This is an optimization exercise on Yosys and OpenROAD, whose aim is small area and a short achievable clock period, not a production implementation. Power and IR drop assume default switching activity.

==> flow/design.v <==
module pfx_add #(parameter N = 23) (a, b, cin, s, cout);
  input  [N-1:0] a;
  input  [N-1:0] b;
  input          cin;
  output [N-1:0] s;
  output         cout;
  localparam L = (N > 16) ? 5 : (N > 8) ? 4 : (N > 4) ? 3 : (N > 2) ? 2 : 1;
  wire [N-1:0] p = a ^ b;
  wire [N-1:0] g [0:L];
  wire [N-1:0] t [0:L];
  assign g[0] = (a & b) | {{(N-1){1'b0}}, p[0] & cin};
  assign t[0] = p;
  genvar l, i;
  generate
    for (l = 0; l < L; l = l + 1) begin : lev
      for (i = 0; i < N; i = i + 1) begin : bt
        if ((i >> l) & 1) begin : cmb
          localparam integer J = ((i >> l) << l) - 1;
          assign g[l+1][i] = g[l][i] | (t[l][i] & g[l][J]);
          assign t[l+1][i] = t[l][i] & t[l][J];
        end else begin : pas
          assign g[l+1][i] = g[l][i];
          assign t[l+1][i] = t[l][i];
        end
      end
    end
  endgenerate
  assign s    = p ^ {g[L][N-2:0], cin};
  assign cout = g[L][N-1];
endmodule
module fp_adder (clk, rst, A, B, res);
  input clk;
  input rst;
  input [31:0] A;
  input [31:0] B;
  output reg [31:0] res;
  wire [7:0] eA = A[30:23];
  wire [7:0] eB = B[30:23];
  wire [7:0] ep = eA ^ ~eB;
  wire [7:0] eg [0:3];
  wire [7:0] et [0:3];
  assign eg[0] = eA & ~eB;
  assign et[0] = ep;
  genvar l, i;
  generate
    for (l = 0; l < 3; l = l + 1) begin : elev
      for (i = 0; i < 8; i = i + 1) begin : ebit
        if ((i >> l) & 1) begin : cmb
          localparam integer J = ((i >> l) << l) - 1;
          assign eg[l+1][i] = eg[l][i] | (et[l][i] & eg[l][J]);
          assign et[l+1][i] = et[l][i] & et[l][J];
        end else begin : pas
          assign eg[l+1][i] = eg[l][i];
          assign et[l+1][i] = et[l][i];
        end
      end
    end
  endgenerate
  wire       gt   = eg[3][7];
  wire [7:0] d_ab = ep ^ {eg[3][6:0] | et[3][6:0], 1'b1};
  wire [7:0] d_ba = ~(ep ^ {eg[3][6:0], 1'b0});
  wire [7:0] d    = gt ? d_ab : d_ba;
  reg  [22:0] x1;      
  reg  [22:0] m1;      
  reg  [4:0]  d1;      
  reg         big1;    
  reg  [7:0]  e1;      
  reg         s1;      
  reg         sub1;    
  always @(posedge clk) begin
    x1   <= A[22:0] ^ B[22:0];
    m1   <= gt ? B[22:0] : A[22:0];
    d1   <= d[4:0];
    big1 <= |d[7:5];
    e1   <= gt ? eA : eB;
    s1   <= gt ? A[31] : B[31];
    sub1 <= A[31] ^ B[31];
  end
  wire [22:0] l1   = m1 ^ x1;
  wire [22:0] sh   = big1 ? 23'd0 : (m1 >> d1);
  wire        d0   = (d1 == 5'd0) & ~big1;
  wire        lnz  = |l1;
  wire        mnz  = |m1;
  wire        e255 = &e1;
  wire        nan  = e255 & (lnz | (d0 & mnz));
  wire        z    = (e1 == 8'd0) & ~lnz;
  reg  [22:0] l2;
  reg  [22:0] m2;
  reg  [7:0]  e2;
  reg         s2;
  reg         sub2;
  always @(posedge clk) begin
    l2   <= e255 ? 23'd0 : l1;
    m2   <= e255 ? {22'd0, nan | (d0 & sub1)} : sh;
    e2   <= e1;
    s2   <= nan ? 1'b0 : s1 ^ (d0 & sub1 & (e255 | (z & mnz)));
    sub2 <= sub1 & ~e255 & ~z;
  end
  wire [22:0] sum;
  wire        cout;
  pfx_add #(23) add (.a(l2), .b(m2 ^ {23{sub2}}), .cin(sub2), .s(sum), .cout(cout));
  reg  [23:0] S3;
  reg  [7:0]  e3;
  reg         s3;
  always @(posedge clk) begin
    S3 <= {cout ^ sub2, sum};
    e3 <= e2;
    s3 <= s2;
  end
  wire [7:0]  einc;
  genvar k;
  generate
    for (k = 0; k < 8; k = k + 1) begin : inc
      if (k == 0) begin : b0
        assign einc[0] = ~e3[0];
      end else begin : bk
        assign einc[k] = e3[k] ^ (&e3[k-1:0]);
      end
    end
  endgenerate
  wire [7:0]  eo  = S3[23] ? einc : e3;
  wire [22:0] fo  = S3[23] ? S3[23:1] : S3[22:0];
  wire        clr = S3[23] ? (e3 == 8'd127) : (e3 == 8'd128);
  always @(posedge clk) begin
    if (!rst)
      res <= 32'd0;
    else
      res <= {s3, eo, clr ? 23'd0 : fo};
  end
endmodule
==> flow/config.mk <==
export PLATFORM = sky130hd
export DESIGN_NAME = fp_adder
export DESIGN_NICKNAME = fp_adder
export VERILOG_FILES = /design/flow/design.v
export SDC_FILE = /design/flow/constraint.sdc
export NUM_CORES = 4
export LEC_CHECK = 0
export ABC_AREA = 1
export CAP_MARGIN = 20
export CORE_MARGIN = 2
export CORE_UTILIZATION = 55
export CTS_BUF_LIST = sky130_fd_sc_hd__clkbuf_8
export CTS_CLUSTER_SIZE = 40
export SETUP_SLACK_MARGIN = 3.0
export SLEW_MARGIN = 20
==> flow/constraint.sdc <==
create_clock -name core_clock -period 5.0 [get_ports {clk}]
set_input_delay 1.0000 -clock core_clock [delete_from_list [all_inputs] [get_ports {clk}]]
set_output_delay 1.0000 -clock core_clock [all_outputs]
set_load 0.01 [all_outputs]
standard.sh (not shown) runs the stock make flow with config.mk's settings and CLKGATE_MAP_FILE= SYNTH_SCRIPT=/design/flow/synth_recipe.tcl, a recipe that flattens the netlist after the stock synthesis.
==> flow/flow/run.sh <==
#!/bin/bash
# Standard layout with two changes: adders are left to ABC instead of the
# full/half adder cells, and the port buffers are buf_2 instead of delay cells.
export ADDER_MAP_FILE=
export BUFFER_PORTS_ARGS="-buffer_cell sky130_fd_sc_hd__buf_2"
bash standard.sh > standard.log 2>&1
Change:
--- a/flow/design.v
+++ b/flow/design.v
@@ -121,7 +121,7 @@
   wire [7:0]  eo  = S3[23] ? einc : e3;
   wire [22:0] fo  = S3[23] ? S3[23:1] : S3[22:0];
   wire        clr = S3[23] ? (e3 == 8'd127) : (e3 == 8'd128);
-  always @(posedge clk) begin
+  always @(posedge clk or negedge rst) begin
     if (!rst)
       res <= 32'd0;
     else
=> The changed run passed the timing, DRC and antenna checks. Wire length is lower by 5.8%. Total power grows by 1.1%. Via count came out lower by 3.1%. Synthesized area rose by 0.45%. Design area falls by 0.94%. Final cell count increases by 0.86%. Clock skew increases by 5.3 ps. Worst setup slack gains 26 ps. Clock-buffer cell count grows by 1. Core utilization decreases by 0.88 points.
Function was not checked in any run of this note: the RTL went through the layout flow alone.

separate check: timing with driven ports:
No port has a modelled driver above. Below, the same layouts with a new extraction and two added sets of constraints.
Step 1, drivers: a clkbuf_16 drives clk and a buf_2 each remaining input, both assumed.
Step 2 moves the port delays by t, midway between the first and last clock arrival at a register: inputs arrive t later, outputs are due t later. That takes back most of the time a late clock gives input paths.
Three values: ideal, step 1, step 2; two values: the first two.
run | t, ns | slack for setup (ns) | clock arrival spread, ns
the first run | 0.512 | 2.990 / 3.008 / 2.497 | 0.014 / 0.015
the second run | 0.511 | 3.015 / 2.975 / 2.509 | 0.018 / 0.018
After both steps setup and hold are still met in every run listed. For the second run, which loses most, drivers alone change the setup slack by -0.040 ns; drivers and shift together by -0.506 ns.
